This is an optimization exercise on Yosys and OpenROAD, whose aim is small area, not a production implementation.
Function was checked by simulation only, so behaviour that the tests miss may differ from the original.
The clock cells of run 5 come from the design's own scripts or RTL, not from TritonCTS.
The clock input has no modelled driver; a real chip could not lean on it and would need a root buffer or a full tree.
Power is estimated from default activity; no workload was simulated.

==> flow/design.v (outline; a module is shown in full before it is edited, if it fits) <==
// module clk_slow: 52 lines
// module distortion: 839 lines
// module trem: 389 lines
// module pedal: 40 lines
module pedal (
    input  logic        clk,
    input  logic        rst,
    input  logic [31:0] x,
    input  logic [1:0]  en,
    input  logic [3:0]  dist_options,
    input  logic [3:0]  trem_options,
    output logic [31:0] y
);
  // ...
==> flow/run.sh <==
#!/bin/bash
# synth_recipe.tcl (not shown) runs the flow's synth.tcl, then flattens the netlist and writes it again
# the make line also repeats each setting of config.mk as NAME=value (left out here)
make -C /OpenROAD-flow-scripts/flow DESIGN_CONFIG=/design/flow/config.mk WORK_HOME=/design/flow/orfs CLKGATE_MAP_FILE= SYNTH_SCRIPT=/design/flow/synth_recipe.tcl finish
==> flow/config.mk <==
export PLATFORM = sky130hd
export DESIGN_NAME = pedal
export DESIGN_NICKNAME = pedal
export VERILOG_FILES = /design/flow/design.v
export SDC_FILE = /design/flow/constraint.sdc
export NUM_CORES = 4
export LEC_CHECK = 0
export CAP_MARGIN = 20
export CORE_MARGIN = 2
export CORE_UTILIZATION = 40
export SLEW_MARGIN = 20
==> flow/constraint.sdc <==
create_clock -name core_clock -period 10.0 [get_ports {clk}]
set_input_delay 2.0000 -clock core_clock [delete_from_list [all_inputs] [get_ports {clk}]]
set_output_delay 2.0000 -clock core_clock [all_outputs]
set_load 0.01 [all_outputs]
==> results.txt, run 1 <==
Outcome - no timing/DRC/antenna violations
Leading cell kind - multi-input combinational cells
Mux contribution to synthesized area - 1.56%
Setup WS post-layout - 0.952 ns
PortBufs - 75
Final clock skew - 0.00879 ns
GRT Total Usage - 24.0%
Most used cell, CP - fa_1
Actual slew at the worst max-slew pin - 0.966 ns
DRT met1 WL - 15000 µm
Peak VDD IR - 0.0875 mV
Placed cell area - 12200 µm²
WP depth - 28
Vias per inst - 5.67
Placed insts - 1821
Fraction of area in multi-input gates - 62.0%
XOR/XNOR share of the synthesized area - 2.28%
Count of different cell masters after synthesis - 109
Register area - 2340 µm²
Sequential power share - 35.9%
Hold Path Depth - 1
Count of multi-input gates - 1104
CP Class - primary input to flop
Global route overflow - 0
DR iter-0 viols - 790
P_sw - 0.415 mW
==> run 2, diff against run 1 <==
==> flow/flow/run.sh (new file) <==
#!/bin/bash
# The standard layout (standard synthesis unchanged), with the port
# buffers made of the smallest buffer cell. Tool output goes to standard.log.
set -euo pipefail
bash standard.sh "BUFFER_PORTS_ARGS=-buffer_cell sky130_fd_sc_hd__buf_1" finish > standard.log 2>&1
==> flow/standard.sh (new file) <==
#!/bin/bash
# synth_recipe.tcl (not shown) runs the flow's synth.tcl, then flattens the netlist and writes it again
# the make line also repeats each setting of config.mk as NAME=value (left out here)
make -C /OpenROAD-flow-scripts/flow DESIGN_CONFIG=/design/flow/config.mk WORK_HOME=/design/flow/orfs CLKGATE_MAP_FILE= SYNTH_SCRIPT=/design/flow/synth_recipe.tcl "${@:-finish}"
--- a/flow/config.mk
+++ b/flow/config.mk
@@ -6,6 +6,9 @@
 export NUM_CORES = 4
 export LEC_CHECK = 0
-export CAP_MARGIN = 20
+export ABC_AREA = 1
+export CAP_MARGIN = 0
 export CORE_MARGIN = 2
-export CORE_UTILIZATION = 40
-export SLEW_MARGIN = 20
+export CORE_UTILIZATION = 60
+export CTS_BUF_LIST = sky130_fd_sc_hd__clkbuf_8
+export CTS_CLUSTER_SIZE = 30
+export SLEW_MARGIN = 0
removed: flow/run.sh
==> run 2 against run 1 <==
Net effect: critical path type unchanged; global-route usage rose by 10 points; clock power fell by 34%; largest cell class unchanged; critical path depth rose by 1; routed wire length fell by 13%; critical endpoint unchanged; final area fell by 16%; first-iteration DRC count rose by 26%.
==> results.txt, run 2 <==
Outcome - no timing/DRC/antenna violations (unchanged)
Pre-CTS WS - 0.859 ns (was 0.471 ns)
CP Launch Point - trem_options[0] (was trem_options[1])
Crit path DAT - 9.05 ns (was 9.38 ns)
Post-synth EDFFs - 0 (unchanged)
Yosys reg bits - 117 (unchanged)
I/O pins - 76 (unchanged)
Worst path slowest cell - fa_1 (was clkdlybuf4s50_1)
Global route overflow - 0 (unchanged)
Hold Crit Class - flop to flop (unchanged)
Layout cells sized above 1 - 7.83% (was 8.88%)
Post-synthesis compound-gate area fraction - 16.5% (was 24.8%)
Adder-Cell Fraction of Synth Area - 20.3% (was 18.3%)
Setup TNS - 0 ns (unchanged)
Post-CTS setup buffer count - 0 (unchanged)
CTS resizes - 0 (unchanged)
RSZ-0062 raised after global routing - no (unchanged)
CTS tree - built (unchanged)
Main flop type after synthesis - dfxtp_1 (unchanged)
Die Height - 133 µm (was 171 µm)
Synth top area cells - dfxtp_1 (24%), fa_1 (15%), inv_1 (9.0%), nand2_1 (9.0%), nor2_1 (8.5%) (was dfxtp_1 (21%), fa_1 (13%), nand2_1 (7.1%), and2_1 (5.2%), a21oi_1 (4.7%))
Simple-Gate Fraction of Synth Area - 26.6% (was 24.4%)
Most used cell, CP - fa_1 (unchanged)
Setup WS post-layout - 1.26 ns (was 0.952 ns)
Vias in the first global route - 9449 (was 10215)
Fmax - 114 MHz (was 111 MHz)
Clock power share - 35.6% (was 44.8%)
Clock Sinks - 117 (unchanged)
Hold_buf cts - 0 (unchanged)
Slew Viols, Final - 0 (unchanged)
Tot Pwr - 1.15 mW (was 1.39 mW)
Crit path launch type - primary input (unchanged)
Final hold violations - 0 (unchanged)
Switching share of total power - 32.7% (was 29.8%)
Main combinational cell family by area after synthesis - simple AND/OR/NAND/NOR gates (was compound AO/OA/AOI/OAI gates)
Antenna violations before repair - 0 (unchanged)
Initial core utilization - 60.7% (was 40.3%)
Critical path required time - 10.31 ns (was 10.33 ns)
Mux contribution to synthesized area - 0.213% (was 1.56%)
Int Pwr - 0.772 mW (was 0.977 mW)
LEAKAGE - 4.99 nW (was 5.08 nW)
Post-DRT Antenna Nets - 0 (unchanged)
Top-area cell type share of the netlist area - 23.5% (was 21.0%)
Post-route clock period utilization - 87.4% (was 90.5%)
Core area - 16400 µm² (was 27600 µm²)
Final setup violation count - 0 (unchanged)
DR iter-0 viols - 992 (was 790)
Largest regs - u_distortion.y: 32 flops, u_trem.y: 32 flops, u_trem.p_hi: 12 flops (unchanged)
Maximum clock path buffer count - 2 (unchanged)
Synth cell count leaders - inv_1 (240), nand2_1 (239), nor2_1 (225) (was nand2_1 (211), nor2_1 (122), dfxtp_1 (117))
Slew headroom - 49.9% (was 35.3%)
YS warnings - 3 (unchanged)
First-pass GRT wire length - 47700 µm (was 55000 µm)
Post-DP HPWL - 23300 µm (was 26500 µm)
Count of different cell masters after synthesis - 56 (was 109)
CP peak stage delay - 0.46 ns (was 0.65 ns)
Area grow syn2layout - 8.54% (was 15.1%)
XOR/XNOR share of the synthesized area - 1.32% (was 2.28%)
Hold Crit Start - u_distortion.y[27]$_SDFF_PP0_ (unchanged)
Row Count - 47 (was 61)
Final nets - 1670 (was 1623)
GRT Total Usage - 34.1% (was 24.0%)
Most common cell after layout, fill and taps aside - inv_1 (was nand2_1)
Largest area contributor in the netlist - dfxtp_1 (unchanged)
P_sw - 0.375 mW (was 0.415 mW)
Minimum clock period - 8.74 ns (was 9.05 ns)
Sequential power share - 43.7% (was 35.9%)
Diodes inserted - 0 (unchanged)
Largest net degree at the start of global routing - 73 (was 48)
Vias per inst - 5.74 (was 5.67)
Peak VDD IR - 0.0771 mV (was 0.0875 mV)
Max_cap viols - 0 (unchanged)
DRC - 0 (unchanged)
DRT Pass-1 Iters - 6 (unchanged)
Logic pwr share - 20.7% (was 19.3%)
Die ar. - 17700 µm² (was 29200 µm²)
CP Capture Type - flop (unchanged)
Worst R2R Start - u_trem.count_int6[0]$_DFF_P_ (was u_trem.count_int[0]$_DFF_P_)
Final wirelength - 29700 µm (was 34300 µm)
Num CTS Buffers - 17 (unchanged)
Die W - 133 µm (was 171 µm)
Drt wl/cell - 17.1 µm (was 18.5 µm)
PortBufs - 75 (unchanged)
Post-Syn Instances - 1440 (was 1424)
FILL cells - 1526 (was 2775)
Final clock skew - 0.00757 ns (was 0.00879 ns)
Actual slew at the worst max-slew pin - 0.751 ns (was 0.966 ns)
Worst-path clk slew - 0.07 ns (was 0.06 ns)
Async S/R FF share, synth - 0% (unchanged)
Syn nets - 1601 (was 1585)
Max H-tree Level - 4 (unchanged)
Synthesized area per cell - 6.92 µm² (was 7.83 µm²)
Cell Area, Synth - 9960 µm² (was 11100 µm²)
Critical Path Fanout Max - 20 (was 22)
Gp weighted congestion - 1.06 (was 0.979)
Most frequent cells in the layout - inv_1 (240), nand2_1 (239), nor2_1 (225), dfxtp_1 (117), o21ai_0 (98) (was nand2_1 (211), nor2_1 (122), dfxtp_1 (117), a21oi_1 (105), inv_1 (100))
CP Class - primary input to flop (unchanged)
Sequential area share after synthesis - 23.5% (was 21.0%)
Most frequent cell after synthesis - inv_1 (was nand2_1)
Root Driver - clkbuf_8 (was clkbuf_16)
Clk latency of the worst-skew pair - 0.44 ns (was 0.42 ns)
Pwr dens - 106 nW/µm² (was 109 nW/µm²)
Via Count - 9975 (was 10509)
[run 2: kinds of logic (layout without fill, tap and decap cells)]
kind of cell	count (synthesis)	after routing
simple gates	613	613
mux	2	2
flops	117	117
buf+inv	297	376
compound gates	279	279
fa+ha+maj	117	117
xor+xnor	15	15
[run 2: path summary, 6_finish.rpt]
path / to / slack (ns) / depth (start not counted)
worst min register to register: u_trem.y[27]$_SDFF_PP0_ / 0.41 / 2
worst min-delay path: u_trem.y[27]$_SDFF_PP0_ / 0.41 / 2
worst max-delay path: u_trem.p_hi[11]$_SDFFE_PP0P_ / 1.26 / 29
worst max register to register: u_trem.p_hi[11]$_SDFFE_PP0P_ / 2.65 / 28
[run 2: per-stage QoR]
step	instances	area, µm²	hold slack (ns)	util, %
4_1_cts	1739	10800	0.406	65.9
3_3_place_gp	1710	10400	0.395	63.7
2_1_floorplan	1440	9960	0.394	-
6_report	1739	10800	0.407	65.9
3_5_place_dp	1710	10400	0.399	63.7
5_1_grt	1739	10800	0.425	65.9
[run 2: cell type report]
type	instances	area (µm²)	share of cell area (%)
clock buffers	17	234	2.16
inverters	259	972	8.99
flip-flops and latches	117	2340	21.7
clock inverters	12	135	1.25
multi-input cells	1026	6480	59.9
well taps	220	275	2.55
repair buffers	88	379	3.51
[run 2: power groups by stage]
stage                     registers [mW]  clock network [mW]  logic, mW
after floorplan                    0.513                   0      0.153
after global placement             0.511                   0      0.230
after detailed placement           0.512                   0      0.228
after CTS                          0.502               0.415      0.231
after global routing               0.503               0.435      0.260
final                              0.502               0.409      0.237
[run 2: worst max-delay path: cells and delay by family]
kind / cells / cell delay [ns]
xor gates and xnor gates: 4 / 0.74
AOI/OAI and AO/OA: 2 / 0.18
adders and majority gates: 14 / 4.94
and+or+nand+nor: 2 / 0.35
buffers and inverters: 7 / 0.82
[run 2: routing by layer]
| layer | up-vias | track usage, % | share of wire, % |
|---|---|---|---|
| li1 | 4726 | - | - |
| met1 | 4598 | 42.7 | 40 |
| met2 | 517 | 57.1 | 47 |
| met3 | 134 | 4.48 | 7.1 |
| met4 | 0 | 19.1 | 6.0 |
| met5 | - | 0 | 0 |
==> run 3, diff against run 2 <==
==> flow/flow/run.sh (replaced) <==
#!/bin/bash
# The standard layout (standard synthesis unchanged), with the port
# buffers made of the smallest buffer cell and a clock tree of clkbuf_4 with
# no dummy loads. Tool output goes to standard.log.
set -euo pipefail
bash standard.sh "BUFFER_PORTS_ARGS=-buffer_cell sky130_fd_sc_hd__buf_1" \
  "CTS_ARGS=-sink_clustering_enable -repair_clock_nets -buf_list sky130_fd_sc_hd__clkbuf_4 -dont_use_dummy_load" \
  finish > standard.log 2>&1
==> run 3 against run 2 <==
Net effect: sequential power hardly changed; final area is 2.2% lower; critical endpoint unchanged; critical path type unchanged; non-clock buffer count stayed put; via count is 0.48% lower; clock skew is 0.036 ns higher; area after synthesis stayed put; first-iteration DRC count is 7.9% higher; setup slack better by 0.073 ns.
==> results.txt, run 3 <==
Fmax - 115 MHz (was 114 MHz)
Mux contribution to synthesized area - 0.213% (unchanged)
Final wirelength - 29200 µm (was 29700 µm)
Final clock skew - 0.0440 ns (was 0.00757 ns)
Crit path DAT - 9.02 ns (was 9.05 ns)
Setup WS post-layout - 1.34 ns (was 1.26 ns)
Worst Path Buf+Inv - 5 (was 7)
Post-route clock period utilization - 86.6% (was 87.4%)
Drt wl/cell - 16.9 µm (was 17.1 µm)
Largest regs - u_distortion.y: 32 flops, u_trem.y: 32 flops, u_trem.p_hi: 12 flops (unchanged)
Slew Viols, Final - 0 (unchanged)
Vias per inst - 5.74 (about the same)
Most used cell, CP - fa_1 (unchanged)
I/O pins - 76 (unchanged)
Die W - 133 µm (unchanged)
Most common cell after layout, fill and taps aside - inv_1 (unchanged)
Post-Syn Instances - 1440 (unchanged)
Async S/R FF share, synth - 0% (unchanged)
Crit path max-delay family - adder cells (unchanged)
Post-DP HPWL - 23300 µm (unchanged)
Worst-path clk slew - 0.11 ns (was 0.07 ns)
CP Capture Type - flop (unchanged)
Critical Path Fanout Max - 20 (unchanged)
LEAKAGE - 4.89 nW (was 4.99 nW)
Outcome - no timing/DRC/antenna violations (unchanged)
Maximum clock path buffer count - 2 (unchanged)
Global route overflow - 0 (unchanged)
Post-DRT Antenna Nets - 0 (unchanged)
Hold Crit Start - u_distortion.y[27]$_SDFF_PP0_ (unchanged)
Clock Sinks - 117 (unchanged)
Clk latency of the worst-skew pair - 0.53 ns (was 0.44 ns)
Actual slew at the worst max-slew pin - 0.749 ns (was 0.751 ns)
Final setup violation count - 0 (unchanged)
Final hold slack - 0.410 ns (was 0.407 ns)
Via Count - 9927 (was 9975)
CP peak stage delay - 0.52 ns (was 0.46 ns)
CTS resizes - 0 (unchanged)
Root Driver - clkbuf_4 (was clkbuf_8)
Post-synth EDFFs - 0 (unchanged)
Antenna violations before repair - 1 (was 0)
Core area - 16400 µm² (unchanged)
Pre-CTS WS - 0.859 ns (unchanged)
Simple-Gate Fraction of Synth Area - 26.6% (unchanged)
Critical path required time - 10.36 ns (was 10.31 ns)
Gp weighted congestion - 1.06 (unchanged)
DR iter-0 viols - 1070 (was 992)
Row Count - 47 (unchanged)
Largest net degree at the start of global routing - 73 (unchanged)
Vias in the first global route - 9310 (was 9449)
Main combinational cell family by area after synthesis - simple AND/OR/NAND/NOR gates (unchanged)
XOR/XNOR share of the synthesized area - 1.32% (unchanged)
Syn nets - 1601 (unchanged)
Hold_buf cts - 0 (unchanged)
Worst path slowest cell - fa_1 (unchanged)
Synth top area cells - dfxtp_1 (24%), fa_1 (15%), inv_1 (9.0%), nand2_1 (9.0%), nor2_1 (8.5%) (unchanged)
Cell Area, Synth - 9960 µm² (unchanged)
Most frequent cell after synthesis - inv_1 (unchanged)
Top-area cell type share of the netlist area - 23.5% (unchanged)
Max_cap viols - 0 (unchanged)
Die ar. - 17700 µm² (unchanged)
Hold Crit Class - flop to flop (unchanged)
Layout cells sized above 1 - 7.10% (was 7.83%)
Yosys reg bits - 117 (unchanged)
DRT Pass-1 Iters - 6 (unchanged)
Largest area contributor in the netlist - dfxtp_1 (unchanged)
Post-CTS setup buffer count - 0 (unchanged)
Final nets - 1670 (unchanged)
Area grow syn2layout - 6.14% (was 8.54%)
Main flop type after synthesis - dfxtp_1 (unchanged)
Crit path launch type - primary input (unchanged)
PortBufs - 75 (unchanged)
Setup TNS - 0 ns (unchanged)
GRT Total Usage - 33.6% (was 34.1%)
Initial core utilization - 60.7% (unchanged)
First-pass GRT wire length - 46900 µm (was 47700 µm)
YS warnings - 3 (unchanged)
CTS tree - built (unchanged)
Synth cell count leaders - inv_1 (240), nand2_1 (239), nor2_1 (225) (unchanged)
Worst R2R Start - u_trem.count_int6[0]$_DFF_P_ (unchanged)
Pwr dens - 90.3 nW/µm² (was 106 nW/µm²)
Num CTS Buffers - 17 (unchanged)
Final hold violations - 0 (unchanged)
Die Height - 133 µm (unchanged)
Count of different cell masters after synthesis - 56 (unchanged)
CP Class - primary input to flop (unchanged)
Most frequent cells in the layout - inv_1 (240), nand2_1 (239), nor2_1 (225), dfxtp_1 (117), o21ai_0 (98) (unchanged)
Post-synthesis compound-gate area fraction - 16.5% (unchanged)
CP Launch Point - trem_options[0] (unchanged)
Peak VDD IR - 0.0619 mV (was 0.0771 mV)
RSZ-0062 raised after global routing - no (unchanged)
DRC - 0 (unchanged)
Minimum clock period - 8.66 ns (was 8.74 ns)
Sequential area share after synthesis - 23.5% (unchanged)
Slew headroom - 50.1% (was 49.9%)
Synthesized area per cell - 6.92 µm² (unchanged)
Adder-Cell Fraction of Synth Area - 20.3% (unchanged)
Max H-tree Level - 4 (unchanged)
==> run 3: cell counts after synthesis <==
Identical to the previous run, type by type.
==> run 3: power breakdown <==
| part | switching (mW) | leakage (nW) | internal [mW] |
|---|---|---|---|
| sequential | 0.0112 | 0.960 | 0.490 |
| clock | 0.140 | 0.0782 | 0.0773 |
| combinational | 0.171 | 3.86 | 0.0651 |
==> run 3: through the flow <==
step | utilization [%] | cells | power (mW) | area, µm²
2_1_floorplan | - | 1440 | 0.666 | 9960
3_3_place_gp | 63.7 | 1710 | 0.741 | 10400
3_5_place_dp | 63.7 | 1710 | 0.740 | 10400
4_1_cts | 64.4 | 1727 | 0.954 | 10600
5_1_grt | 64.5 | 1728 | 1.00 | 10600
6_report | 64.5 | 1728 | 0.955 | 10600
==> run 3: final cells by class <==
cell class	count	area [µm²]
Tap cell	220	275
Clock buffer	17	128
Fill cell	1574	5830
Inverter	259	972
Multi-Input combinational cell	1026	6480
Sequential cell	117	2340
Antenna cell	1	2.50
Timing Repair Buffer	88	379
==> run 3: worst register-to-register path: stages, from the launching register on <==
cell and delay (ns):
dfxtp_1 0.31, inv_1 0.11, o22ai_1 0.12, nor2_1 0.26, buf_4 0.31, nor2_1 0.11, fa_1 0.41, inv_1 0.09
fa_1 0.41, fa_1 0.52, fa_1 0.17, inv_1 0.05, fa_1 0.37, fa_1 0.39, fa_1 0.39, fa_1 0.39
fa_1 0.39, fa_1 0.39, fa_1 0.42, fa_1 0.40, fa_1 0.38, xnor2_1 0.19, xor2_1 0.20, xor2_1 0.19
xor2_1 0.16, a21oi_1 0.08
==> run 3: routing by layer <==
layer	up-vias	track usage [%]	part of all wire, %
li1	4718	-	-
met1	4590	42.4	40
met2	507	56.0	47
met3	112	4.44	7.2
met4	0	18.3	5.5
met5	-	0	0
==> run 3: final timing paths <==
| check | depth (start not counted) | to | slack (ns) |
|---|---|---|---|
| worst max-delay path | 26 | u_trem.p_hi[11]$_SDFFE_PP0P_ | 1.34 |
| worst min register to register | 2 | u_trem.y[27]$_SDFF_PP0_ | 0.41 |
| worst min-delay path | 2 | u_trem.y[27]$_SDFF_PP0_ | 0.41 |
| worst max register to register | 25 | u_trem.p_hi[11]$_SDFFE_PP0P_ | 2.64 |
==> run 3: kinds of logic after synthesis <==
kind of cell | count (synthesis)
and+or+nand+nor | 613
buffers and inverters | 297
AOI/OAI and AO/OA | 279
adders and majority gates | 117
DFF | 117
xor gates and xnor gates | 15
muxes | 2
==> run 4, diff against run 3 <==
==> flow/flow/run.sh (replaced) <==
#!/bin/bash
# The standard layout with three changes, none to the synthesis:
#  - the port buffers are the smallest buffer cell (buf_1);
#  - the clock tree is built of clkbuf_4 with no dummy loads;
#  - between synthesis and floorplan, flow/fixinv2.py picks the polarity of
#    each full adder so that the netlist needs the fewest inverters (the logic
#    function and the registers are unchanged).
# Each tool's output goes to a log here.
set -euo pipefail
ARGS=("BUFFER_PORTS_ARGS=-buffer_cell sky130_fd_sc_hd__buf_1"
      "CTS_ARGS=-sink_clustering_enable -repair_clock_nets -buf_list sky130_fd_sc_hd__clkbuf_4 -dont_use_dummy_load")
R=orfs/results/sky130hd/pedal/base
bash standard.sh "${ARGS[@]}" synth > synth.log 2>&1
cp $R/1_2_yosys.v 1_2_yosys.synth.v
python3 flow/fixinv2.py 1_2_yosys.synth.v $R/1_2_yosys.v > fixinv.log 2>&1
rm -f $R/1_synth.odb
bash standard.sh "${ARGS[@]}" finish > standard.log 2>&1
==> flow/flow/fixinv2.py (new file) <==
#!/usr/bin/env python3
"""Chooses the polarity of every full adder in a gate-level netlist written by
yosys (write_verilog -noattr) so that the fewest inverters are needed.

A full adder with all three inputs inverted gives both outputs inverted, so
each adder may work on the true or the inverted signals. The netlist's
inverters are first folded into polarity marks on the pins they feed; then a
local search picks each adder's polarity; then one inverter is added for each
signal that some pin needs inverted. The logic function is unchanged. Signals
that touch a port or an assign are left as they are.

usage: fixinv2.py IN.v OUT.v"""
import re, sys, random

INV = {"sky130_fd_sc_hd__inv_1", "sky130_fd_sc_hd__inv_2", "sky130_fd_sc_hd__inv_4",
       "sky130_fd_sc_hd__inv_6", "sky130_fd_sc_hd__inv_8",
       "sky130_fd_sc_hd__clkinv_1", "sky130_fd_sc_hd__clkinv_2", "sky130_fd_sc_hd__clkinv_4"}
FA = {"sky130_fd_sc_hd__fa_1", "sky130_fd_sc_hd__fa_2", "sky130_fd_sc_hd__fa_4"}
OUTPINS = {"X", "Y", "Q", "Q_N", "SUM", "COUT"}

text = open(sys.argv[1]).read()
m = re.search(r'^module\s+(\S+)\s*\((.*?)\);', text, re.S | re.M)
head_end = m.end()
endm = text.rindex("endmodule")
body = text[head_end:endm]
inst_re = re.compile(r'^\s*(sky130_fd_sc_hd__\w+)\s+(\S+)\s*\((.*?)\);\s*$', re.S | re.M)
insts = []
for mm in inst_re.finditer(body):
    conns = {}
    for p, n in re.findall(r'\.(\w+)\(([^()]*)\)', mm.group(3)):
        conns[p] = n.strip()
    insts.append({"type": mm.group(1), "name": mm.group(2), "conns": conns})
decl = inst_re.sub("", body)
ports = set()
for kind in ("input", "output", "inout"):
    for mm in re.finditer(r'^\s*%s\s+(?:\[[^\]]*\]\s*)?(.*?);' % kind, decl, re.M):
        for n in mm.group(1).split(","):
            ports.add(n.strip())
assign_nets = set()
for l, r in re.findall(r'^\s*assign\s+(.*?)\s*=\s*(.*?);', decl, re.M):
    for tok in re.findall(r'(\\\S+|[A-Za-z_][\w$.]*)', l + " " + r):
        assign_nets.add(tok)
def base(n):
    return re.sub(r'\s*\[\d+\]$', '', n).strip()
def protected(n):
    return base(n) in ports or base(n) in assign_nets or base(n + " ") in assign_nets or "'" in n

drv = {}
for i in insts:
    for p, n in i["conns"].items():
        if p in OUTPINS:
            drv[n] = (i, p)
def is_inv(i):
    return i["type"] in INV

# fold inverter chains: net -> (root net, parity)
memo = {}
def root(n):
    if n in memo:
        return memo[n]
    d = drv.get(n)
    if d and is_inv(d[0]) and not protected(n):
        r, par = root(d[0]["conns"]["A"])
        memo[n] = (r, par ^ 1)
    else:
        memo[n] = (n, 0)
    return memo[n]

# every signal: consumers (inst, pin, parity needed relative to root)
cons = {}
for i in insts:
    if is_inv(i) and not protected(i["conns"]["Y"]):
        continue
    for p, n in i["conns"].items():
        if p in OUTPINS:
            continue
        r, par = root(n)
        cons.setdefault(r, []).append((i, p, par))
# frozen signals: any protected net in the fold (root protected, or inverter chain via protected)
frozen = set()
for n, (r, par) in list(memo.items()):
    if protected(n) or protected(r):
        frozen.add(r)
for r in cons:
    if protected(r):
        frozen.add(r)

fas = [i for i in insts if i["type"] in FA]
for idx, f in enumerate(fas):
    f["id"] = idx
fixed_fa = set()
for f in fas:
    for p, n in f["conns"].items():
        r = root(n)[0] if p not in OUTPINS else n
        if r in frozen:
            fixed_fa.add(f["id"])
# the signals each adder touches
sig_of = {f["id"]: set() for f in fas}
for r, lst in cons.items():
    for (i, p, par) in lst:
        if i["type"] in FA:
            sig_of[i["id"]].add(r)
src_fa = {}
for f in fas:
    for p in ("SUM", "COUT"):
        src_fa[f["conns"][p]] = f["id"]
        sig_of[f["id"]].add(f["conns"][p])

x = [0] * len(fas)
def cost(r):
    if r in frozen:
        return 0
    sp = x[src_fa[r]] if r in src_fa else 0
    for (i, p, par) in cons.get(r, []):
        need = par ^ (x[i["id"]] if i["type"] in FA else 0)
        if need != sp:
            return 1
    return 0
def total():
    return sum(cost(r) for r in set(cons) | set(src_fa))
best_x, best = list(x), total()
random.seed(1)
for restart in range(30):
    if restart:
        x = [random.randint(0, 1) if j not in fixed_fa else 0 for j in range(len(fas))]
    improved = True
    while improved:
        improved = False
        for j in range(len(fas)):
            if j in fixed_fa:
                continue
            sigs = sig_of[j]
            before = sum(cost(r) for r in sigs)
            x[j] ^= 1
            after = sum(cost(r) for r in sigs)
            if after < before:
                improved = True
            else:
                x[j] ^= 1
    t = total()
    if t < best:
        best, best_x = t, list(x)
x = best_x
init_x = [0] * len(fas)

# rebuild: one inverter per signal that some pin needs inverted
newcnt = [0]
wires = []
out_insts = []
inv_of = {}
def inverted(r, sp):
    # net carrying ~(polarity sp of r)
    key = r
    if key not in inv_of:
        newcnt[0] += 1
        y = "_pol_n%d_" % newcnt[0]
        wires.append(y)
        out_insts.append({"type": "sky130_fd_sc_hd__inv_1", "name": "_pol_i%d_" % newcnt[0],
                          "conns": {"A": r, "Y": y}})
        inv_of[key] = y
    return inv_of[key]
nflip = 0
for i in insts:
    if is_inv(i) and not protected(i["conns"]["Y"]):
        r, par = root(i["conns"]["Y"])
        if r in frozen:
            out_insts.append(i)
        continue
    c = dict(i["conns"])
    if i["type"] in FA and x[i["id"]]:
        nflip += 1
    for p, n in i["conns"].items():
        if p in OUTPINS:
            continue
        r, par = root(n)
        if r in frozen:
            continue
        sp = x[src_fa[r]] if r in src_fa else 0
        need = par ^ (x[i["id"]] if i["type"] in FA else 0)
        c[p] = r if need == sp else inverted(r, sp)
    i2 = dict(i); i2["conns"] = c
    out_insts.append(i2)
out = [text[:head_end], decl.rstrip("\n") + "\n"]
for w in wires:
    out.append("  wire %s;\n" % w)
fmt = lambda n: n + " " if n.startswith("\\") else n
for i in out_insts:
    out.append("  %s %s (\n%s\n  );\n" % (i["type"], i["name"],
               ",\n".join("    .%s(%s)" % (p, fmt(n)) for p, n in i["conns"].items())))
out.append(text[endm:])
open(sys.argv[2], "w").write("".join(out))
old = sum(1 for i in insts if is_inv(i))
new = sum(1 for i in out_insts if is_inv(i))
print("fixinv2: inverters %d -> %d, adders flipped %d of %d" % (old, new, nflip, len(fas)))
==> run 4 against run 3 <==
Net effect: final area is 1.2% lower; clock skew is 0.0021 ns lower; worst hold slack better by 0.0063 ns; critical path type unchanged; core utilization is 1.1 points higher; sequential power hardly changed; clock-buffer cell count stayed put; combinational power is 2% lower; critical path depth is 1 lower; still clean; flip-flop and latch count stayed put; via count is 1.8% lower; sequential share of layout area is 0.27 points higher.
==> results.txt, run 4 <==
Outcome - no timing/DRC/antenna violations (unchanged)
DRT Pass-1 Iters - 8 (was 6)
WL met2 - 13200 µm (was 13800 µm)
Most common cell after layout, fill and taps aside - nand2_1 (was inv_1)
Cell Area, Synth - 9840 µm² (was 9960 µm²)
YS warnings - 3 (unchanged)
Critical path required time - 10.35 ns (was 10.36 ns)
Die W - 132 µm (was 133 µm)
Post-DRT Antenna Nets - 0 (unchanged)
Worst path slowest cell - fa_1 (unchanged)
Row Count - 46 (was 47)
Antenna violations before repair - 1 (unchanged)
Actual slew at the worst max-slew pin - 1.10 ns (was 0.749 ns)
Slew headroom - 26.5% (was 50.1%)
Initial core utilization - 61.7% (was 60.7%)
Vias per inst - 5.76 (was 5.74)
Num CTS Buffers - 17 (unchanged)
Final clock skew - 0.0419 ns (was 0.0440 ns)
Drt wl/cell - 16.6 µm (was 16.9 µm)
Global route overflow - 0 (unchanged)
CTS tree - built (unchanged)
CTS resizes - 0 (unchanged)
Max_cap viols - 0 (unchanged)
Via Count - 9747 (was 9927)
First-pass GRT wire length - 46600 µm (was 46900 µm)
Placed insts - 1673 (was 1710)
Final Non-Filler Cells - 1691 (was 1728)
Clock Sinks - 117 (unchanged)
Clk latency of the worst-skew pair - 0.51 ns (was 0.53 ns)
Crit path launch type - primary input (unchanged)
Max H-tree Level - 4 (unchanged)
Critical Path Fanout Max - 22 (was 20)
GRT Total Usage - 33.1% (was 33.6%)
Core area - 15900 µm² (was 16400 µm²)
LEAKAGE - 5.17 nW (was 4.89 nW)
RSZ-0062 raised after global routing - no (unchanged)
Met3 Wirelength - 1970 µm (was 2110 µm)
Die Height - 132 µm (was 133 µm)
Worst-path clk slew - 0.09 ns (was 0.11 ns)
Setup TNS - 0 ns (unchanged)
Cell area after layout - 10400 µm² (was 10600 µm²)
Vias in the first global route - 9480 (was 9310)
Worst R2R Start - u_trem.count_int4[2]$_DFF_P_ (was u_trem.count_int6[0]$_DFF_P_)
CP Launch Point - trem_options[3] (was trem_options[0])
Post-DP HPWL - 22300 µm (was 23300 µm)
CP Capture Type - flop (unchanged)
DR iter-0 viols - 944 (was 1070)
PortBufs - 75 (unchanged)
Pwr dens - 91.3 nW/µm² (was 90.3 nW/µm²)
DRT met1 WL - 11700 µm (about the same)
Most frequent cells in the layout - nand2_1 (239), nor2_1 (225), inv_1 (224), dfxtp_1 (117), o21ai_0 (98) (was inv_1 (240), nand2_1 (239), nor2_1 (225), dfxtp_1 (117), o21ai_0 (98))
Layout cells sized above 1 - 6.17% (was 7.10%)
I/O pins - 76 (unchanged)
Largest regs - u_distortion.y: 32 flops, u_trem.y: 32 flops, u_trem.p_hi: 12 flops (unchanged)
Hold Crit Class - flop to flop (unchanged)
Gp weighted congestion - 1.00 (was 1.06)
CP Class - primary input to flop (unchanged)
Root Driver - clkbuf_4 (unchanged)
Placed cell area - 10300 µm² (was 10400 µm²)
CP peak stage delay - 0.56 ns (was 0.52 ns)
Final setup violation count - 0 (unchanged)
Top sig layer - met4 (unchanged)
Syn nets - 1568 (was 1601)
Peak VDD IR - 0.0638 mV (was 0.0619 mV)
Maximum clock path buffer count - 2 (unchanged)
DRC - 0 (unchanged)
Hold Crit Start - u_distortion.y[31]$_SDFF_PP0_ (was u_distortion.y[27]$_SDFF_PP0_)
Post-Syn Instances - 1407 (was 1440)
Final wirelength - 28100 µm (was 29200 µm)
Post-CTS setup buffer count - 0 (unchanged)
Crit path DAT - 9.16 ns (was 9.02 ns)
Fmax - 113 MHz (was 115 MHz)
Minimum clock period - 8.81 ns (was 8.66 ns)
Synthesized area per cell - 6.99 µm² (was 6.92 µm²)
Post-route clock period utilization - 88.1% (was 86.6%)
Largest net degree at the start of global routing - 74 (was 73)
Area grow syn2layout - 6.17% (was 6.14%)
Final nets - 1637 (was 1670)
Most used cell, CP - fa_1 (unchanged)
Final hold slack - 0.417 ns (was 0.410 ns)
Tot Pwr - 0.953 mW (was 0.955 mW)
Final hold violations - 0 (unchanged)
R2R Setup Slk - 2.50 ns (was 2.64 ns)
Hold_buf cts - 0 (unchanged)
Die ar. - 17400 µm² (was 17700 µm²)
Slew Viols, Final - 0 (unchanged)
run 4: final timing paths:
| path | depth (start not counted) | endpoint |
|---|---|---|
| setup / recovery | 25 | u_trem.p_hi[11]$_SDFFE_PP0P_ |
| setup reg to reg | 23 | u_trem.p_hi[11]$_SDFFE_PP0P_ |
| hold / removal | 2 | u_trem.y[31]$_SDFF_PP0_ |
| hold reg to reg | 2 | u_trem.y[31]$_SDFF_PP0_ |
run 4: cell type report:
class                   instances  area [µm²]
fillers                      1481        5500
well taps                     216         270
clock buffers                  17         128
inverters                     226         848
multi-input cells            1026        6480
diodes                          1        2.50
flip-flops and latches        117        2340
repair buffers                 88         379
run 4: per-layer routing:
layer / global-route usage [%] / vias up
li1: - / 4658
met2: 56.0 / 507
met5: 0 / -
met1: 42.0 / 4488
met3: 4.58 / 94
met4: 15.3 / 0
run 4: per-stage QoR:
step / utilization (%) / setup slack [ns]
after floorplan: - / 0.739
after global placement: 64.7 / 0.776
after detailed placement: 64.7 / 0.671
after CTS: 65.5 / 1.23
after global routing: 65.5 / 0.811
final: 65.5 / 1.19
run 4: power breakdown:
group | internal, mW | switching [mW] | total (mW)
Sequential | 0.490 | 0.0106 | 0.500
Combinational | 0.0649 | 0.166 | 0.231
Clock | 0.0776 | 0.145 | 0.222
Total | 0.632 | 0.321 | 0.953
run 4: critical path: cells and delay by family:
| kind | cells | cell delay [ns] |
|---|---|---|
| simple gates | 2 | 0.19 |
| compound gates | 2 | 0.18 |
| fa+ha+maj | 14 | 5.50 |
| buf+inv | 3 | 0.52 |
| xor+xnor | 4 | 0.72 |
==> run 5, diff against run 4 <==
==> flow/flow/run.sh (replaced) <==
#!/bin/bash
# The standard layout with these changes, none to the synthesis:
#  - the port buffers are the smallest buffer cell (buf_1);
#  - between synthesis and floorplan, flow/fixinv2.py picks the polarity of
#    each full adder so that the netlist needs the fewest inverters, and sets
#    each logic cell to the smallest drive of its kind (placement-time repair
#    sizes up what needs it); the logic function and registers are unchanged;
#  - the clock tree is built by flow/mycts.tcl (run as the CTS step's PRE hook):
#    the clock port drives four clkbuf_16, each at the centre of a cluster of
#    flip-flops, so every flip-flop is one buffer from the port;
#  - after global routing, non-critical cells are sized down (RECOVER_POWER).
# Each tool's output goes to a log here.
set -euo pipefail
HERE=$(pwd)
ARGS=("BUFFER_PORTS_ARGS=-buffer_cell sky130_fd_sc_hd__buf_1"
      "PRE_CTS_TCL=$HERE/flow/mycts.tcl"
      "RECOVER_POWER=100")
R=orfs/results/sky130hd/pedal/base
bash standard.sh "${ARGS[@]}" synth > synth.log 2>&1
cp $R/1_2_yosys.v 1_2_yosys.synth.v
python3 flow/fixinv2.py 1_2_yosys.synth.v $R/1_2_yosys.v --downsize > fixinv.log 2>&1
rm -f $R/1_synth.odb
bash standard.sh "${ARGS[@]}" finish > standard.log 2>&1
--- a/flow/flow/fixinv2.py
+++ b/flow/flow/fixinv2.py
@@ -181,4 +181,36 @@
     i2 = dict(i); i2["conns"] = c
     out_insts.append(i2)
+# optional: every logic cell to the smallest cell of its family (same pins);
+# placement-time repair sizes up what timing, slew or load needs
+ndown = 0
+if "--downsize" in sys.argv:
+    LIB = "/OpenROAD-flow-scripts/flow/platforms/sky130hd/lib/sky130_fd_sc_hd__tt_025C_1v80.lib"
+    import os
+    if "FLOW_HOME" in os.environ:
+        LIB = os.path.join(os.environ["FLOW_HOME"], "platforms/sky130hd/lib/sky130_fd_sc_hd__tt_025C_1v80.lib")
+    area = {}
+    cur = None
+    for line in open(LIB):
+        mm = re.match(r'\s*cell\s*\(\s*"?(\w+)"?\s*\)', line)
+        if mm:
+            cur = mm.group(1)
+        mm = re.match(r'\s*area\s*:\s*([\d.]+)', line)
+        if mm and cur:
+            area[cur] = float(mm.group(1)); cur = None
+    fam = {}
+    for c in area:
+        mm = re.match(r'(sky130_fd_sc_hd__[a-z0-9]+?)_(\d+)$', c)
+        if mm and "lpflow" not in c and "probe" not in c:
+            fam.setdefault(mm.group(1), []).append((area[c], c))
+    for i in out_insts:
+        mm = re.match(r'(sky130_fd_sc_hd__[a-z0-9]+?)_(\d+)$', i["type"])
+        if not mm or "buf" in i["type"] or i["type"].startswith("sky130_fd_sc_hd__df") \
+                or "clk" in i["type"] or "dly" in i["type"]:
+            continue
+        best = min(fam[mm.group(1)])[1]
+        if best != i["type"]:
+            i["type"] = best
+            ndown += 1
+print("fixinv2: %d cells downsized" % ndown)
 out = [text[:head_end], decl.rstrip("\n") + "\n"]
 for w in wires:
==> flow/flow/mycts.tcl (new file) <==
# PRE_CTS hook: a clock tree built by hand. The clock port drives NBUF
# clock buffers (clkbuf_16), each placed at the centre of a cluster of flip-flops (k-means
# on their places) and driving that cluster's clock pins; all flip-flops are
# one buffer from the port. TritonCTS is then skipped.
set nbuf 4
if { [info exists ::env(MYCTS_NBUF)] } { set nbuf $::env(MYCTS_NBUF) }
set block [ord::get_db_block]
set clknet [$block findNet clk]
set sinks {}
set xs {}
set ys {}
foreach it [$clknet getITerms] {
  set inst [$it getInst]
  set bb [$inst getBBox]
  lappend sinks $it
  lappend xs [expr {([$bb xMin] + [$bb xMax]) / 2.0}]
  lappend ys [expr {([$bb yMin] + [$bb yMax]) / 2.0}]
}
set n [llength $sinks]
puts "mycts: $n clock sinks, $nbuf buffers"
# k-means, seeded by sorting on x then y
set order [lsort -indices -real $xs]
set cx {}
set cy {}
for {set k 0} {$k < $nbuf} {incr k} {
  set i [lindex $order [expr {int(($k + 0.5) * $n / $nbuf)}]]
  lappend cx [lindex $xs $i]
  lappend cy [lindex $ys $i]
}
set assign [lrepeat $n 0]
for {set iter 0} {$iter < 50} {incr iter} {
  for {set i 0} {$i < $n} {incr i} {
    set best 0
    set bd 1e30
    for {set k 0} {$k < $nbuf} {incr k} {
      set d [expr {abs([lindex $xs $i] - [lindex $cx $k]) + abs([lindex $ys $i] - [lindex $cy $k])}]
      if {$d < $bd} { set bd $d; set best $k }
    }
    lset assign $i $best
  }
  for {set k 0} {$k < $nbuf} {incr k} {
    set sx 0.0; set sy 0.0; set c 0
    for {set i 0} {$i < $n} {incr i} {
      if {[lindex $assign $i] == $k} { set sx [expr {$sx + [lindex $xs $i]}]; set sy [expr {$sy + [lindex $ys $i]}]; incr c }
    }
    if {$c > 0} { lset cx $k [expr {$sx / $c}]; lset cy $k [expr {$sy / $c}] }
  }
}
set cell sky130_fd_sc_hd__clkbuf_16
if { [info exists ::env(MYCTS_CELL)] } { set cell $::env(MYCTS_CELL) }
set master [[ord::get_db] findMaster $cell]
for {set k 0} {$k < $nbuf} {incr k} {
  set inst [odb::dbInst_create $block $master "clkbuf_m$k"]
  $inst setLocation [expr {int([lindex $cx $k])}] [expr {int([lindex $cy $k])}]
  $inst setPlacementStatus PLACED
  set net [odb::dbNet_create $block "clknet_m$k"]
  $net setSigType CLOCK
  [$inst findITerm A] connect $clknet
  [$inst findITerm X] connect $net
  set c 0
  for {set i 0} {$i < $n} {incr i} {
    if {[lindex $assign $i] == $k} {
      set it [lindex $sinks $i]
      $it disconnect
      $it connect $net
      incr c
    }
  }
  puts "mycts: clkbuf_m$k drives $c sinks"
}
$clknet setSigType CLOCK
set_propagated_clock [all_clocks]
rename clock_tree_synthesis orig_clock_tree_synthesis
proc clock_tree_synthesis { args } {
  puts "mycts: clock tree built by hand, TritonCTS skipped"
}
==> run 5 against run 4 <==
Net effect: now fails the layout checks on max-capacitance violations, max-slew violations; clock skew shrank 0.017 ns; area after synthesis shrank 2.5%; global-route usage grew 1.4 points; clock power shrank 14%; synthesized cell count is the same; register-to-register slack lost 0.31 ns; core utilization shrank 0.48 points; combinational power shrank 2%; final area shrank 1.8%; final cell count is essentially flat; total power shrank 3.6%; largest power group unchanged; highest routed layer unchanged.
==> results.txt, run 5 <==
Most used cell, CP - fa_1 (unchanged)
Switching share of total power - 31.6% (was 33.7%)
Largest net degree at the start of global routing - 60 (was 74)
Final hold violations - 0 (unchanged)
Hold_buf cts - 0 (unchanged)
PortBufs - 75 (unchanged)
Crit path DAT - 9.48 ns (was 9.16 ns)
Sequential power share - 54.6% (was 52.5%)
Post-route clock period utilization - 94.3% (was 88.1%)
Layout cells sized above 1 - 1.83% (was 6.17%)
RSZ-0062 raised after global routing - no (unchanged)
Minimum clock period - 9.43 ns (was 8.81 ns)
Pwr dens - 89.5 nW/µm² (was 91.3 nW/µm²)
Met2 GRT Util - 59.8% (was 56.0%)
Placed insts - 1686 (was 1673)
P_sw - 0.290 mW (was 0.321 mW)
Slew Viols, Final - 60 (was 0)
Final wirelength - 29500 µm (was 28100 µm)
Row Count - 46 (unchanged)
Actual slew at the worst max-slew pin - 2.28 ns (was 1.10 ns)
Hold Crit Class - flop to flop (unchanged)
Cell Area, Synth - 9590 µm² (was 9840 µm²)
Clk latency of the worst-skew pair - 0.18 ns (was 0.51 ns)
Synthesized area per cell - 6.82 µm² (was 6.99 µm²)
Final Non-Filler Cells - 1690 (was 1691)
Clock power share - 20.8% (was 23.3%)
Outcome - complete, but fails checks (was no timing/DRC/antenna violations)
YS warnings - 3 (unchanged)
Post-DRT Antenna Nets - 0 (unchanged)
Placed cell area - 10200 µm² (was 10300 µm²)
Slew headroom - -51.8% (was 26.5%)
Crit Reg-Reg Endpoint - u_trem.p_hi[11]$_SDFFE_PP0P_ (unchanged)
Post-DP HPWL - 23300 µm (was 22300 µm)
DRC - 0 (unchanged)
Global route overflow - 0 (unchanged)
Core area - 15800 µm² (was 15900 µm²)
Largest regs - u_distortion.y: 32 flops, u_trem.y: 32 flops, u_trem.p_hi: 12 flops (unchanged)
Worst path slowest cell - clkbuf_1 (was fa_1)
Logic pwr share - 24.6% (was 24.2%)
Crit path capture - u_trem.p_hi[11]$_SDFFE_PP0P_ (unchanged)
Die Height - 130 µm (was 132 µm)
Final nets - 1637 (unchanged)
Busiest grt layer - met2 (unchanged)
I/O pins - 76 (unchanged)
Most common cell after layout, fill and taps aside - nand2_1 (unchanged)
DR iter-0 viols - 1162 (was 944)
Initial core utilization - 60.8% (was 61.7%)
First-pass GRT wire length - 46700 µm (was 46600 µm)
Fmax - 106 MHz (was 113 MHz)
Most frequent cells in the layout - nand2_1 (261), nor2_1 (237), inv_1 (226), dfxtp_1 (117), o21ai_0 (112) (was nand2_1 (239), nor2_1 (225), inv_1 (224), dfxtp_1 (117), o21ai_0 (98))
Antenna violations before repair - 0 (was 1)
CTS resizes - 0 (unchanged)
SO Faults - max-capacitance violations, max-slew violations
Post-CTS setup buffer count - 0 (unchanged)
Drt wl/cell - 17.4 µm (was 16.6 µm)
CP Launch Point - trem_options[2] (was trem_options[3])
LEAKAGE - 5.14 nW (was 5.17 nW)
Peak VDD IR - 0.148 mV (was 0.0638 mV)
Syn nets - 1568 (unchanged)
Vias in the first global route - 9260 (was 9480)
Final setup violation count - 0 (unchanged)
Max_cap viols - 1 (was 0)
Pre-CTS WS - 0.583 ns (was 0.671 ns)
Critical Path Fanout Max - 17 (was 22)
Die ar. - 17000 µm² (was 17400 µm²)
CP peak stage delay - 0.72 ns (was 0.56 ns)
Via Count - 9894 (was 9747)
CP Capture Type - flop (unchanged)
Cell Chain, Critical Path - buf_1 > inv_1 > o22ai_1 > nor2_1 > clkbuf_1 > nor2_1 > fa_1 > fa_1 > fa_1 > fa_1 > fa_1 > fa_1 > fa_1 > fa_1 > fa_1 > fa_1 > fa_1 > fa_1 > xnor2_1 > xor2_1 > xor2_1 > xor2_1 > a21oi_1
CP Class - primary input to flop (unchanged)
GRT Total Usage - 34.5% (was 33.1%)
Post-Syn Instances - 1407 (unchanged)
Reg2Reg Depth - 22 (was 23)
GR Util met3 - 3.34% (was 4.58%)
Critical path required time - 10.05 ns (was 10.35 ns)
Die W - 130 µm (was 132 µm)
Diodes inserted - 0 (was 1)
Setup TNS - 0 ns (unchanged)
Final clock skew - 0.0245 ns (was 0.0419 ns)
Worst-path clk slew - 0.12 ns (was 0.09 ns)
DRT Pass-1 Iters - 5 (was 8)
Cell area after layout - 10300 µm² (was 10400 µm²)
Worst R2R Start - u_trem.count_int4[1]$_DFF_P_ (was u_trem.count_int4[2]$_DFF_P_)
Area grow syn2layout - 6.91% (was 6.17%)
Gp weighted congestion - 1.00 (about the same)
R2R Setup Slk - 2.19 ns (was 2.50 ns)
Crit path launch type - primary input (unchanged)
Met1 usage - 45.0% (was 42.0%)
Setup WS post-layout - 0.571 ns (was 1.19 ns)
Vias per inst - 5.85 (was 5.76)
Int Pwr - 0.628 mW (was 0.632 mW)
run 5: power by group through the flow:
| stage | Sequential (mW) | Combinational [mW] | Clock, mW |
|---|---|---|---|
| 6_report | 0.501 | 0.226 | 0.191 |
| 5_1_grt | 0.504 | 0.251 | 0.205 |
| 4_1_cts | 0.501 | 0.219 | 0.193 |
| 3_5_place_dp | 0.512 | 0.218 | 0 |
| 3_3_place_gp | 0.510 | 0.218 | 0 |
| 2_1_floorplan | 0.513 | 0.142 | 0 |
run 5: layout make-up:
class | instances | area (µm²)
Sequential cell | 117 | 2340
Fill cell | 1426 | 5510
Timing Repair Buffer | 101 | 465
Multi-Input combinational cell | 1026 | 6230
Inverter | 226 | 848
Buffer | 4 | 100
Tap cell | 216 | 270
run 5: worst max-delay path, delay by kind of cell:
| kind | cells | cell delay (ns) |
|---|---|---|
| xor gates and xnor gates | 4 | 0.74 |
| adders and majority gates | 12 | 5.07 |
| AOI/OAI and AO/OA | 2 | 0.19 |
| and+or+nand+nor | 2 | 0.49 |
| buffers and inverters | 3 | 0.96 |
run 5: worst min-delay path by stage:
stage,startpoint,endpoint,slack [ns],depth (start not counted)
CTS,u_distortion.y[30]$_SDFF_PP0_,u_trem.y[30]$_SDFF_PP0_,0.41,2
floorplan,u_distortion.y[24]$_SDFF_PP0_,u_trem.y[24]$_SDFF_PP0_,0.39,2
detailed placement,u_distortion.y[30]$_SDFF_PP0_,u_trem.y[30]$_SDFF_PP0_,0.40,2
finish,u_distortion.y[25]$_SDFF_PP0_,u_trem.y[25]$_SDFF_PP0_,0.41,2
global route,u_distortion.y[24]$_SDFF_PP0_,u_trem.y[24]$_SDFF_PP0_,0.43,2
global placement,u_distortion.y[31]$_SDFF_PP0_,u_trem.y[31]$_SDFF_PP0_,0.39,2
run 5: through the flow:
stage	power [mW]	hold WS, ns	utilization (%)
after floorplan	0.655	0.394	-
after global placement	0.729	0.394	64.5
after detailed placement	0.729	0.400	64.5
after CTS	0.914	0.415	65.1
after global routing	0.959	0.429	65.0
final	0.919	0.414	65.0
run 5: routing by layer:
layer	vias up	wire length, µm
met5	-	0
met2	536	14000
li1	4647	-
met4	0	1280
met1	4610	11900
met3	101	2270

## what the ideal ports hide
No port has a modelled driver above. Below, the same layouts with a new extraction and two added sets of constraints.
Step 1, drivers: a clkbuf_16 drives clk and a buf_2 each remaining input, both assumed.
Step 2 moves the port delays by t, midway between the first and last clock arrival at a register: inputs arrive t later, outputs are due t later. That takes back most of the time a late clock gives input paths.
Slacks: ideal ports / drivers / drivers and shift; pairs: ideal ports / drivers.
run	t (ns)	setup slack, ns	worst data-port slew with drivers (ns)
run 1	0.468	0.952 / 0.966 / 0.498	0.05
run 2	0.470	1.264 / 1.277 / 0.807	0.03
run 3	0.542	1.336 / 1.349 / 0.807	0.03
run 4	0.531	1.189 / 1.206 / 0.675	0.04
run 5	0.261	0.571 / 0.641 / 0.381	0.04
For run 3, which loses most, drivers alone change the setup slack by +0.013 ns; drivers and shift together by -0.529 ns.
